What follows belongs to an exercise in optimizing a design on an open flow for small area, a short achievable clock period and few clock cycles; a production flow would make more cautious choices.
RTL that was checked went through simulation tests only; none was proved equivalent to the original.

Setup of the baseline:
// geofence
module geofence (clk, reset, X, Y, valid, is_inside);
    input clk;
    input reset;
    input [9:0] X;
    input [9:0] Y;
    output valid;
    output is_inside;
    reg [3:0] phase;
    reg [9:0] tx, ty;
    reg       vsx, vsy, lsx, lsy, rsx, rsy;
    reg [9:0] vmx, vmy, lmx, lmy, rmx, rmy;
    reg       inside_acc;
    reg       _valid, _inside;
    assign valid = _valid;
    assign is_inside = _inside;
    wire [10:0] ex = {1'b0, X} + {1'b0, ~tx};
    wire [10:0] ey = {1'b0, Y} + {1'b0, ~ty};
    wire        dsx = ~ex[10];
    wire        dsy = ~ey[10];
    wire [9:0]  dmx = dsx ? ~ex[9:0] : ex[9:0] + 10'd1;
    wire [9:0]  dmy = dsy ? ~ey[9:0] : ey[9:0] + 10'd1;
    wire ge_l, ge_r;   
    geofence_cmp cmp_l (.a(lmx), .b(vmy), .c(vmx), .d(lmy), .msb(ge_l));
    geofence_cmp cmp_r (.a(rmx), .b(vmy), .c(vmx), .d(rmy), .msb(ge_r));
    wire s1l = lsx ^ vsy, s2l = vsx ^ lsy;
    wire s1r = rsx ^ vsy, s2r = vsx ^ rsy;
    wire nl = (s1l == s2l) ? ~(s1l ^ ge_l) : s1l;
    wire nr = (s1r == s2r) ? ~(s1r ^ ge_r) : s1r;
    wire wrap = nl & ~nr;
    always @(posedge clk or posedge reset) begin
        if (reset) begin
            phase <= 4'd0;
            _valid <= 1'b0;
            _inside <= 1'b0;
        end else begin
  ...
For scale: ~93 flip-flops.
clock: 12.0 ns
lec_check: 0
abc_clock_period_in_ps: 6000
cap_margin: 20
core_margin: 2
core_utilization: 70
setup_slack_margin: 5
slew_margin: 20
run.sh (not shown) runs the stock make flow with config.mk's settings and CLKGATE_MAP_FILE= SYNTH_SCRIPT=/design/flow/synth_recipe.tcl, a recipe that flattens the netlist after the stock synthesis.
## Diff of input files: the candidate against the baseline
- CORE_UTILIZATION: 70 -> 60
==> flow/flow/run.sh (new file) <==
#!/bin/bash
# The standard layout (the standard.sh), with gate resizing allowed in
# ORFS's timing repair: sky130hd's config sets MATCH_CELL_FOOTPRINT=1, which
# keeps repair_timing from changing a cell's drive strength.
# make's output goes to make.log; ORFS keeps each step's log in orfs/logs.
set -euo pipefail
bash standard.sh MATCH_CELL_FOOTPRINT=0 finish > make.log 2>&1
==> flow/standard.sh (new file) <==
#!/bin/bash
# synth_recipe.tcl (not shown) runs the flow's synth.tcl, then flattens the netlist and writes it again
# the make line also repeats each setting of config.mk as NAME=value (left out here)
make -C /OpenROAD-flow-scripts/flow DESIGN_CONFIG=/design/flow/config.mk WORK_HOME=/design/flow/orfs CLKGATE_MAP_FILE= SYNTH_SCRIPT=/design/flow/synth_recipe.tcl "${@:-finish}"
removed: flow/run.sh
--- outcome ---
From the baseline to the candidate the numbers moved as follows: global-route usage -3.7 points; fraction of area in clock buffers and inverters ~0 delta; total number of placement rows +about 7.5%; sum of buffers and inverters on the critical path -2; post-layout worst setup margin +18 ps.
The candidate: number of buffers other than clock buffers in the final layout lower than the baseline
Part of the cycle the worst path needs, the baseline and the candidate: smaller value in the candidate
No run among the baseline and the candidate stopped early or left any final violation; all are clean.
Between the candidate and the baseline, the number of nets in the layout does not differ in any meaningful way.
Compared with the baseline, the candidate shows global-route wire length before repair that has gone up by a few percent.
Looking at slowest cell on the critical path, the dfxtp_2 result is from the baseline; the o21ai_2 one comes from the candidate.
No run of this note included a check of the RTL's function; only the layout flow was run.

geofence, a different RTL version from the one above (not shown whole).
Size: roughly 1300 cells after synthesis, about 24 I/O pins, about 14000 µm² of cells after synthesis.
==> flow/design.v (excerpt) <==
module geofence (clk, reset, X, Y, valid, is_inside);
    input clk;
    input reset;
    input [9:0] X;
    input [9:0] Y;
    output valid;
    output is_inside;
    reg [3:0] phase;
    reg [9:0] tx, ty;
    reg       vsx, vsy, lsx, lsy, rsx, rsy;
    reg [9:0] vmx, vmy_n, lmx_n, lmy, rmx_n, rmy;
    reg       inside_acc;
    reg       _valid, _inside;
    assign valid = _valid;
    assign is_inside = _inside;
    wire [10:0] ex = {1'b0, X} + {1'b0, ~tx};
    wire [10:0] ey = {1'b0, Y} + {1'b0, ~ty};
    wire        dsx = ~ex[10];
    wire        dsy = ~ey[10];
    wire [9:0]  dmx = dsx ? ~ex[9:0] : ex[9:0] + 10'd1;
    wire [9:0]  dmy = dsy ? ~ey[9:0] : ey[9:0] + 10'd1;
    wire ge_l, ge_r;   
    geofence_cmp cmp_l (.an(lmx_n), .bn(vmy_n), .c(vmx), .d(lmy), .msb(ge_l));
    geofence_cmp cmp_r (.an(rmx_n), .bn(vmy_n), .c(vmx), .d(rmy), .msb(ge_r));
    wire s1l = lsx ^ vsy, s2l = vsx ^ lsy;
    wire s1r = rsx ^ vsy, s2r = vsx ^ rsy;
    wire nl1 = s1l, nl0 = s1l ^ (s1l == s2l);
    wire nr1 = s1r, nr0 = s1r ^ (s1r == s2r);
    wire nl = ge_l ? nl1 : nl0;
    wire nr = ge_r ? nr1 : nr0;
    wire active = (phase >= 4'd3) && (phase <= 4'd7);
    wire [3:0] upd_l_t = {nl1 & nr1, nl1 & nr0, nl0 & nr1, nl0 & nr0};
    wire [3:0] upd_r_t = {~nl1 & ~nr1, ~nl1 & ~nr0, ~nl0 & ~nr1, ~nl0 & ~nr0};
    wire upd_l = active & upd_l_t[{ge_l, ge_r}];
    wire upd_r = active & upd_r_t[{ge_l, ge_r}];
    wire wrap = nl & ~nr;
    always @(posedge clk or posedge reset) begin
        if (reset) begin
            phase <= 4'd0;
            _valid <= 1'b0;
            _inside <= 1'b0;
        end else begin
            phase <= (phase == 4'd8) ? 4'd0 : phase + 4'd1;
            _valid <= (phase == 4'd7);
  ...
export LEC_CHECK = 0
export ABC_CLOCK_PERIOD_IN_PS = 6000
export CAP_MARGIN = 20
export CORE_MARGIN = 2
export CORE_UTILIZATION = 60
export SETUP_SLACK_MARGIN = 5
export SLEW_MARGIN = 20
create_clock -name core_clock -period 12.0 [get_ports {clk}]
standard.sh (not shown) runs the stock make flow with config.mk's settings and CLKGATE_MAP_FILE= SYNTH_SCRIPT=/design/flow/synth_recipe.tcl, a recipe that flattens the netlist after the stock synthesis.
==> flow/flow/run.sh <==
#!/bin/bash
# The standard layout, with one step added after synthesis: flow/fapol.py
# picks the polarity of each full-adder cell (a full adder is self-dual), of
# each half adder (rebuilt from an xor and an and-type gate) and of 2-input
# and/or gates, so that few inverters are left in the carry-save trees, and
# puts each full adder's latest-arriving input on its fastest pin (CIN).
# It changes only combinational cells; the registers keep their names and cells.
# Each tool's output goes to a log here: synth.log, fapol.log, finish.log
# (ORFS also keeps each step's log under orfs/logs).
set -euo pipefail
R=orfs/results/$FLOW_PLATFORM/geofence/base
bash standard.sh synth > synth.log 2>&1
cp $R/1_2_yosys.v $R/1_2_yosys.std.v
python3 flow/fapol.py $R/1_2_yosys.std.v $R/1_2_yosys.v > fapol.log 2>&1
rm -f $R/1_synth.odb $R/1_synth.sdc
bash standard.sh SETUP_SLACK_MARGIN=6.5 MATCH_CELL_FOOTPRINT=0 finish > finish.log 2>&1
Other scripts of this flow, unchanged in this note and not shown: flow/flow/fapol.py
The starting point completed without violations.
Testbench counts at the start, summed over its fixed seeds: cycles 10,800.
Edit:
--- a/flow/flow/run.sh
+++ b/flow/flow/run.sh
@@ -15,2 +15,2 @@
 rm -f $R/1_synth.odb $R/1_synth.sdc
-bash standard.sh SETUP_SLACK_MARGIN=6.5 MATCH_CELL_FOOTPRINT=0 finish > finish.log 2>&1
+bash standard.sh finish > finish.log 2>&1
CORE_UTILIZATION = 70   (was 60)
PLACE_DENSITY = 0.75   (was not set)
Effect: Synthesized area does not change; critical path depth came out lower by 1; first-iteration DRC count fell by 0.64%; worst setup slack loses 520 ps; global-route usage came out higher by 1.3 points; sequential cell count is unchanged; die area fell by 14%; clock skew hardly moves.
Edit:
CORE_UTILIZATION = 60   (was 70)
PLACE_DENSITY = not set   (was 0.75)
Die area came out higher by about 16%. Flip-flop and latch count does not change. Global-route usage came out lower by 4.4 points. Via count came out lower by about 1.5%.

-- static timing again, ports no longer ideal --
How much do the figures lean on ideal ports? The routed layouts below were timed once more, with nothing changed but the port constraints. Step 1: set_driving_cell puts a clkbuf_16 on clk and a buf_2 on each other input, an assumption about the parent block. Step 2 also shifts input and output timing later by t, the mid clock arrival at the registers, as if the neighbouring blocks saw the same clock. Slacks: no drivers / after step 1 / after step 2; pairs: no drivers / after step 1.
run | shift t [ns] | setup WS [ns] | hold WS [ns]
the baseline | 0.371 | 5.185 / 5.185 / 5.185 | 0.490 / 0.490 / 0.490
the candidate | 0.374 | 5.204 / 5.204 / 5.204 | 0.461 / 0.461 / 0.461
the first run of note 2 | 0.378 | 5.837 / 5.837 / 5.837 | 0.532 / 0.532 / 0.532
the second run of note 2 | 0.376 | 5.312 / 5.312 / 5.312 | 0.522 / 0.522 / 0.522
the third run of note 2 | 0.369 | 5.285 / 5.285 / 5.285 | 0.545 / 0.545 / 0.545
After both steps setup and hold are still met in every run listed.
